This design comes from an exercise in tuning for small area, a short achievable clock period and few clock cycles per item on the open sky130 flow, not from production work.
At most, simulation tests tie the RTL to the original design; equivalence was not proved.
Power is estimated from default activity; no workload was simulated.

Setup of P:
## multiplier
module multiplier(
    input clk,
    input logic valid_in,
    input logic[31:0] a,
    input logic[31:0] b,
    output logic valid_out,
    output logic[63:0] r
);
export LEC_CHECK = 0
export ABC_CLOCK_PERIOD_IN_PS = 3000
export CAP_MARGIN = 20
export CORE_MARGIN = 2
export CORE_UTILIZATION = 70
export SETUP_SLACK_MARGIN = 2.5
export SLEW_MARGIN = 20
create_clock -name core_clock -period 8.0 [get_ports {clk}]
standard.sh (not shown) runs the stock make flow with config.mk's settings and CLKGATE_MAP_FILE= SYNTH_SCRIPT=/design/flow/synth_recipe.tcl, a recipe that flattens the netlist after the stock synthesis.
==> flow/flow/run.sh <==
#!/bin/bash
# The standard layout, with Yosys's generic abc pass in synth's fine stage
# skipped (SYNTH_ARGS=-noabc) so that extract_fa maps the RTL's carry-save
# full adders to adder cells without inverters between them. Everything else,
# including the final abc mapping, is the standard flow.
set -euo pipefail
cd "$(dirname "$0")/.."
bash standard.sh SYNTH_ARGS=-noabc finish > standard_make.log 2>&1
Testbench counts of P, summed over its fixed seeds: cycles 16,000, items 16,000.
### P -> Q
- swapping 70 for 60 in CORE_UTILIZATION
- clearing SETUP_SLACK_MARGIN, which used to be 2.5
Findings:
Every stage of the flow completed for Q, and the final layout passed the timing, design-rule and antenna checks. Sort P and Q by setup slack, ascending, and Q comes first. Per the comparison of Q with P, ratio of routed vias to standard cells went down 0.46, switching power total went down about 8%, routed metal-1 wire length went up about 14%, number of stages on the worst hold path went down 1, number of antenna cells inserted went down 17. Comparing Q against P, there is no change at all in number of nets produced by synthesis. Changes observed in Q relative to P: synthesis-to-finish area growth down 3.5 points; area of placed instances shows an increase of 0.55%; multi-input gate share of total cell area picked up an extra 1.2 points; tapcell count increased by 97 relative to the old numbers. r[49] as the termination of the worst setup path was reported by Q, and yr[38] by P.
> inputs changed (Q -> R)
- ABC_CLOCK_PERIOD_IN_PS removed (was 3000)
- CORE_UTILIZATION changed from 60 to 40
==> flow/run.sh (new file) <==
#!/bin/bash
# synth_recipe.tcl (not shown) runs the flow's synth.tcl, then flattens the netlist and writes it again
# the make line also repeats each setting of config.mk as NAME=value (left out here)
make -C /OpenROAD-flow-scripts/flow DESIGN_CONFIG=/design/flow/config.mk WORK_HOME=/design/flow/orfs CLKGATE_MAP_FILE= SYNTH_SCRIPT=/design/flow/synth_recipe.tcl finish
removed: flow/flow/run.sh
removed: flow/standard.sh
## What came out
Share of cell area taken by multi-input logic gates was lower in the run labelled R. Q → R: total number of cells along the worst setup path higher; final area rose by 0.0039 mm2; layout overhead on the synthesized area now sits higher.

== the previous run ==
multiplier again, from the RTL that the note above started with.
==> flow/design.v (excerpt) <==
module multiplier(
    input clk,
    input logic valid_in,
    input logic[31:0] a,
    input logic[31:0] b,
    output logic valid_out,
    output logic[63:0] r
);
==> flow/config.mk <==
export PLATFORM = sky130hd
export DESIGN_NAME = multiplier
export DESIGN_NICKNAME = multiplier
export VERILOG_FILES = /design/flow/design.v
export SDC_FILE = /design/flow/constraint.sdc
export NUM_CORES = 4
export LEC_CHECK = 0
export ABC_CLOCK_PERIOD_IN_PS = 3000
export CAP_MARGIN = 20
export CORE_MARGIN = 2
export CORE_UTILIZATION = 60
export SETUP_SLACK_MARGIN = 2.5
export SLEW_MARGIN = 20
==> flow/constraint.sdc <==
create_clock -name core_clock -period 8.0 [get_ports {clk}]
set_input_delay 1.6000 -clock core_clock [delete_from_list [all_inputs] [get_ports {clk}]]
set_output_delay 1.6000 -clock core_clock [all_outputs]
set_load 0.01 [all_outputs]
==> flow/flow/run.sh <==
#!/bin/bash
# The standard layout, with Yosys's generic abc pass in synth's fine stage
# skipped (SYNTH_ARGS=-noabc) so that extract_fa maps the RTL's carry-save
# full adders to adder cells without inverters between them. Everything else,
# including the final abc mapping, is the standard flow.
set -euo pipefail
cd "$(dirname "$0")/.."
bash standard.sh SYNTH_ARGS=-noabc finish > standard_make.log 2>&1
Testbench counts of the previous run, summed over its fixed seeds: cycles 16,000, items 16,000.
Modified inputs, the current run compared to the previous run
Settings: swapping 60 for 40 in CORE_UTILIZATION; clearing SETUP_SLACK_MARGIN, which used to be 2.5; clearing ABC_CLOCK_PERIOD_IN_PS, which used to be 3000.
## What came out
- Routed length on met1, the current run vs the previous run: up by a few percent
- Against the previous run, the current run comes in 1.3 points lower on part of the power in combinational logic.
- Compared with the previous run, the current run shows a lower share of the core filled with cells.
- Total met3 wirelength after detailed routing, the previous run and the current run, higher one = the previous run.
- Final number of max-transition violations essentially unchanged between the previous run and the current run.
- As far as sequential cell count goes, the previous run and the current run are indistinguishable; the numbers are identical.
- Of the previous run and the current run, the higher cell area belongs to the previous run.
- Clock buffer count came out higher on the current run than on the previous run.

north:
Another version of the RTL of multiplier (not shown whole).
Size in the first run: about 2800 cells after synthesis, ~130 I/O pins, roughly 0.028 sq mm of cells after synthesis.
// multiplier
module multiplier(
    input clk,
    input logic valid_in,
    input logic[31:0] a,
    input logic[31:0] b,
    output logic valid_out,
    output logic[63:0] r
);
    wire one1;
    wire two2;
    wire neg3;
    wire bx4;
    wire bx5;
    wire bx6;
    wire bx7;
    wire bx8;
    wire bx9;
    wire bx10;
    wire bx11;
    wire bx12;
    wire bx13;
    wire bx14;
    wire bx15;
    wire bx16;
    wire bx17;
    wire bx18;
    wire bx19;
    wire bx20;
    wire bx21;
    wire bx22;
    wire bx23;
    wire bx24;
    wire bx25;
    wire bx26;
    wire bx27;
    wire bx28;
    wire bx29;
    wire bx30;
    wire bx31;
    wire bx32;
    wire bx33;
    wire bx34;
    wire bx35;
    wire bx36;
    wire p37;
    wire p38;
    wire p39;
    wire p40;
    wire p41;
    wire p42;
    wire p43;
    wire p44;
    wire p45;
    wire p46;
    wire p47;
    wire p48;
    wire p49;
    wire p50;
    wire p51;
    wire p52;
    wire p53;
    wire p54;
    wire p55;
    wire p56;
    wire p57;
    wire p58;
    wire p59;
    wire p60;
    wire p61;
    wire p62;
    wire p63;
    wire p64;
    wire p65;
    wire p66;
    wire p67;
    wire p68;
    wire p69;
    wire ns70;
  ...
clock: 8.0 ns
lec_check: 0
abc_clock_period_in_ps: 3000
cap_margin: 20
core_margin: 2
core_utilization: 60
setup_slack_margin: 2.75
slew_margin: 20
==> flow/flow/run.sh <==
#!/bin/bash
# The standard layout, with two changes to how it is made:
# - Yosys's generic abc pass in synth's fine stage is skipped (SYNTH_ARGS=-noabc)
#   so that extract_fa maps the RTL's carry-save full adders to adder cells
#   without inverters between them; the final abc mapping is unchanged.
# - every input and output port is still buffered, but with sky130_fd_sc_hd__buf_4
#   instead of the slow delay buffer buffer_ports picks by default.
set -euo pipefail
cd "$(dirname "$0")/.."
bash standard.sh SYNTH_ARGS=-noabc "BUFFER_PORTS_ARGS=-buffer_cell sky130_fd_sc_hd__buf_4" finish > standard_make.log 2>&1
north completed; timing, DRC and antenna clean
Testbench counts of north, summed over its fixed seeds: cycles 16,000, items 16,000.
Input-level comparison between south and north:
Settings: a change of SETUP_SLACK_MARGIN from 2.75 to 3.0.
--- outcome ---
- From north to south the numbers moved as follows: total power draw now sits higher, fraction of final layout cells with drive strength greater than 1 picked up an extra 13 points.
- Going from north to south, wire length on met1 grew slightly.
- south against north: total instance count after detailed placement went down; post-cts repair resize count increased 170%; worst-case vdd ir drop picked up an extra about 18%.

Another version of the RTL of multiplier (not shown whole).
Size in the first run: roughly 2700 cells after synthesis, ~110 flip-flops, ~130 I/O pins, roughly 0.027 mm2 of cells after synthesis.
==> flow/design.v (excerpt) <==
module multiplier(
    input clk,
    input logic valid_in,
    input logic[31:0] a,
    input logic[31:0] b,
    output logic valid_out,
    output logic[63:0] r
);
Settings: LEC_CHECK=0, ABC_CLOCK_PERIOD_IN_PS=3000, CAP_MARGIN=20, CORE_MARGIN=2, CORE_UTILIZATION=60, SETUP_SLACK_MARGIN=2.65, SLEW_MARGIN=20; clock period 8.0 ns.
Scripts as last shown in full above: flow/flow/run.sh
Then changed:
- SETUP_SLACK_MARGIN: 2.65 -> 2.5
What happened: Utilization is lower by 3.5 points; synthesized area stays the same; count of clock-buffer cells in the layout fell by 1; maximum frequency came out lower by 1.9%; power falls by 4.1%.
Then changed:
- GPL_ROUTABILITY_DRIVEN: unset -> 0
The changed run finished with timing, DRC and antenna clean.
Core utilization stays flat.
Setup slack stays flat.
Synthesized cell count stays the same.
Non-clock buffer count falls by 5.
No run of this note included a check of the RTL's function; only the layout flow was run.

## exp/ember
multiplier with an RTL version that a note above also has.
For scale: about 2,800 cells after synthesis, roughly 130 flip-flops, ~0.028 mm2 of cells after synthesis.
export LEC_CHECK = 0
export ABC_CLOCK_PERIOD_IN_PS = 3000
export CAP_MARGIN = 20
export CORE_MARGIN = 2
export CORE_UTILIZATION = 60
export SETUP_SLACK_MARGIN = 2.0
export SLEW_MARGIN = 20
create_clock -name core_clock -period 8.0 [get_ports {clk}]
==> flow/flow/run.sh <==
#!/bin/bash
# The standard layout, with Yosys's generic abc pass in synth's fine stage
# skipped (SYNTH_ARGS=-noabc) so that extract_fa maps the RTL's carry-save
# full adders to adder cells without inverters between them. Everything else,
# including the final abc mapping, is the standard flow.
set -euo pipefail
cd "$(dirname "$0")/.."
bash standard.sh SYNTH_ARGS=-noabc finish > standard_make.log 2>&1
exp/ember reached the final stage; the timing, design-rule and antenna checks on its layout passed.
Testbench counts of exp/ember, summed over its fixed seeds: cycles 16,000, items 16,000.
Relative to exp/ember, the following input files were edited for exp/zinc:
- SETUP_SLACK_MARGIN changed from 2.0 to 2.25
==> flow/flow/run.sh <==
#!/bin/bash
# The standard layout, with two changes to how it is made:
# - Yosys's generic abc pass in synth's fine stage is skipped (SYNTH_ARGS=-noabc)
#   so that extract_fa maps the RTL's carry-save full adders to adder cells
#   without inverters between them; the final abc mapping is unchanged.
# - every input and output port is still buffered, but with sky130_fd_sc_hd__buf_4
#   instead of the slow delay buffer buffer_ports picks by default.
set -euo pipefail
cd "$(dirname "$0")/.."
bash standard.sh SYNTH_ARGS=-noabc "BUFFER_PORTS_ARGS=-buffer_cell sky130_fd_sc_hd__buf_4" finish > standard_make.log 2>&1
--- outcome ---
Sort exp/ember and exp/zinc by number of inserted filler cells in the final layout, descending, and exp/zinc comes first.
Slack of the critical path: exp/zinc > exp/ember
Re met3 demand-to-capacity share in global routing: exp/zinc is 1.3 points up on exp/ember.
Relative to exp/ember, the maximum frequency measured on exp/zinc has increased by a few percent.
[compare] base=exp/ember new=exp/zinc: highest fanout seen on the critical path rose by 9; count of non-CTS buffers in the layout lost 69.
Modified inputs, exp/amber compared to exp/zinc
- an added ABC_AREA of 1
- a change of SETUP_SLACK_MARGIN from 2.25 to 2.0
- a deleted ABC_CLOCK_PERIOD_IN_PS that had been 3000
==> flow/flow/run.sh <==
#!/bin/bash
# The standard layout, with Yosys's generic abc pass in synth's fine stage
# skipped (SYNTH_ARGS=-noabc) so that extract_fa maps the RTL's carry-save
# full adders to adder cells without inverters between them. Everything else,
# including the final abc mapping, is the standard flow.
set -euo pipefail
cd "$(dirname "$0")/.."
bash standard.sh SYNTH_ARGS=-noabc finish > standard_make.log 2>&1
- Between exp/zinc and exp/amber, the flow reports routed via count divided by cell count decreasing by a little under 10%.
- exp/amber vs. exp/zinc: sequential cell power grew by about 3%, minimum period implied by the final worst setup slack went up 0.30 ns, count of buffers not belonging to the clock network in the layout increased by about 50% relative to the old numbers.
- NOTE: routed wire length in exp/amber exceeds that of exp/zinc
### exp/amber -> exp/yarrow
- ABC_AREA no longer set, was 1
[summary]
On area added between synthesis and finish, the higher figure sits with exp/yarrow, not exp/amber. Compared with exp/amber, in exp/yarrow compound-gate portion of the synthesized area now larger, worst-path maximum fanout went down. In the metrics for exp/amber and exp/yarrow, the one carrying the higher reported leakage power is exp/amber. In the metrics for exp/amber and exp/yarrow, the one carrying the higher number of antenna violations at the first check in global routing is exp/amber. [exp/yarrow vs exp/amber] final critical-path required period: higher in exp/yarrow. exp/amber and exp/yarrow ended up with nearly the same core utilization. Sort exp/amber and exp/yarrow by xor and xnor area share after synthesis desc -> top: exp/yarrow.
Changes in exp/raven relative to exp/yarrow:
- ABC_CLOCK_PERIOD_IN_PS now 3000, previously not set
==> flow/flow/run.sh <==
#!/bin/bash
# The standard layout, with two changes to how it is made:
# - Yosys's generic abc pass in synth's fine stage is skipped (SYNTH_ARGS=-noabc)
#   so that extract_fa maps the RTL's carry-save full adders to adder cells
#   without inverters between them; the final abc mapping is unchanged.
# - every input and output port is still buffered, but with sky130_fd_sc_hd__buf_4
#   instead of the slow delay buffer buffer_ports picks by default.
set -euo pipefail
cd "$(dirname "$0")/.."
bash standard.sh SYNTH_ARGS=-noabc "BUFFER_PORTS_ARGS=-buffer_cell sky130_fd_sc_hd__buf_4" finish > standard_make.log 2>&1
### Flow results
Relative to exp/yarrow, the worst-case headroom to the max-slew limit of exp/raven is higher by 0.79 points. Relative to exp/yarrow, the relative contribution of the clock network to total power of exp/raven is higher by 0.7 points. Compared exp/raven vs exp/yarrow, and largest driver fanout on the critical path is up in exp/raven. NOTE: final period utilization in exp/raven falls short of that of exp/yarrow. Worst slack at placement was lower in the run labelled exp/yarrow. Compared to exp/yarrow, exp/raven has number of global-route vias before repair 482 lower. Total power in exp/raven vs exp/yarrow: down 210 uW. Compared with exp/yarrow, number of non-clock buffers in exp/raven decreased by more than 10%. Min number of ordinary inverters in the final layout across exp/raven and exp/yarrow: exp/raven. Compared with exp/yarrow, exp/raven shows a higher setup slack. Final cell count (higher): exp/yarrow.

-- separate check: timing with driven ports --
The flow's constraints put no driver on any port. The routed layouts listed below were extracted and timed again, unchanged, in two steps. Step 1 sets driving cells, clkbuf_16 on the clock port and buf_2 on the other inputs (assumed; they add their load-dependent delay and slew). Step 2 moves the port delays by t, midway between the first and last clock arrival at a register: inputs arrive t later, outputs are due t later. That takes back most of the time a late clock gives input paths. Three values: ideal, step 1, step 2; two values: the first two.
run	t (ns)	setup slack, ns	clock arrival spread, ns	pins driven straight from the clock port
P	0.512	2.476 / 2.499 / 1.997	0.018 / 0.019	1
Q	0.540	1.394 / 1.334 / 1.030	0.016 / 0.015	1
R	0.505	1.274 / 1.242 / 0.737	0.016 / 0.016	1
the previous run	0.532	2.410 / 2.432 / 1.900	0.013 / 0.013	1
the current run	0.538	1.145 / 1.076 / 0.864	0.021 / 0.021	1
north	0.556	2.655 / 2.617 / 2.061	0.016 / 0.016	1
south	0.559	2.709 / 2.678 / 2.118	0.022 / 0.021	1
the first run of note 4	0.560	2.592 / 2.512 / 1.952	0.029 / 0.030	1
the second run of note 4	0.550	2.489 / 2.460 / 1.925	0.012 / 0.011	1
the third run of note 4	0.554	2.489 / 2.447 / 1.893	0.008 / 0.008	1
exp/ember	0.530	1.982 / 2.013 / 1.483	0.018 / 0.018	1
exp/zinc	0.530	2.305 / 2.339 / 1.809	0.016 / 0.015	1
exp/amber	0.516	2.003 / 2.036 / 1.520	0.012 / 0.012	1
exp/yarrow	0.530	1.982 / 2.013 / 1.483	0.018 / 0.018	1
exp/raven	0.520	2.123 / 2.072 / 1.640	0.020 / 0.021	1
After both steps every run listed still meets setup and hold. For the first run of note 4, which loses most, drivers alone change the setup slack by -0.080 ns; drivers and shift together by -0.640 ns.
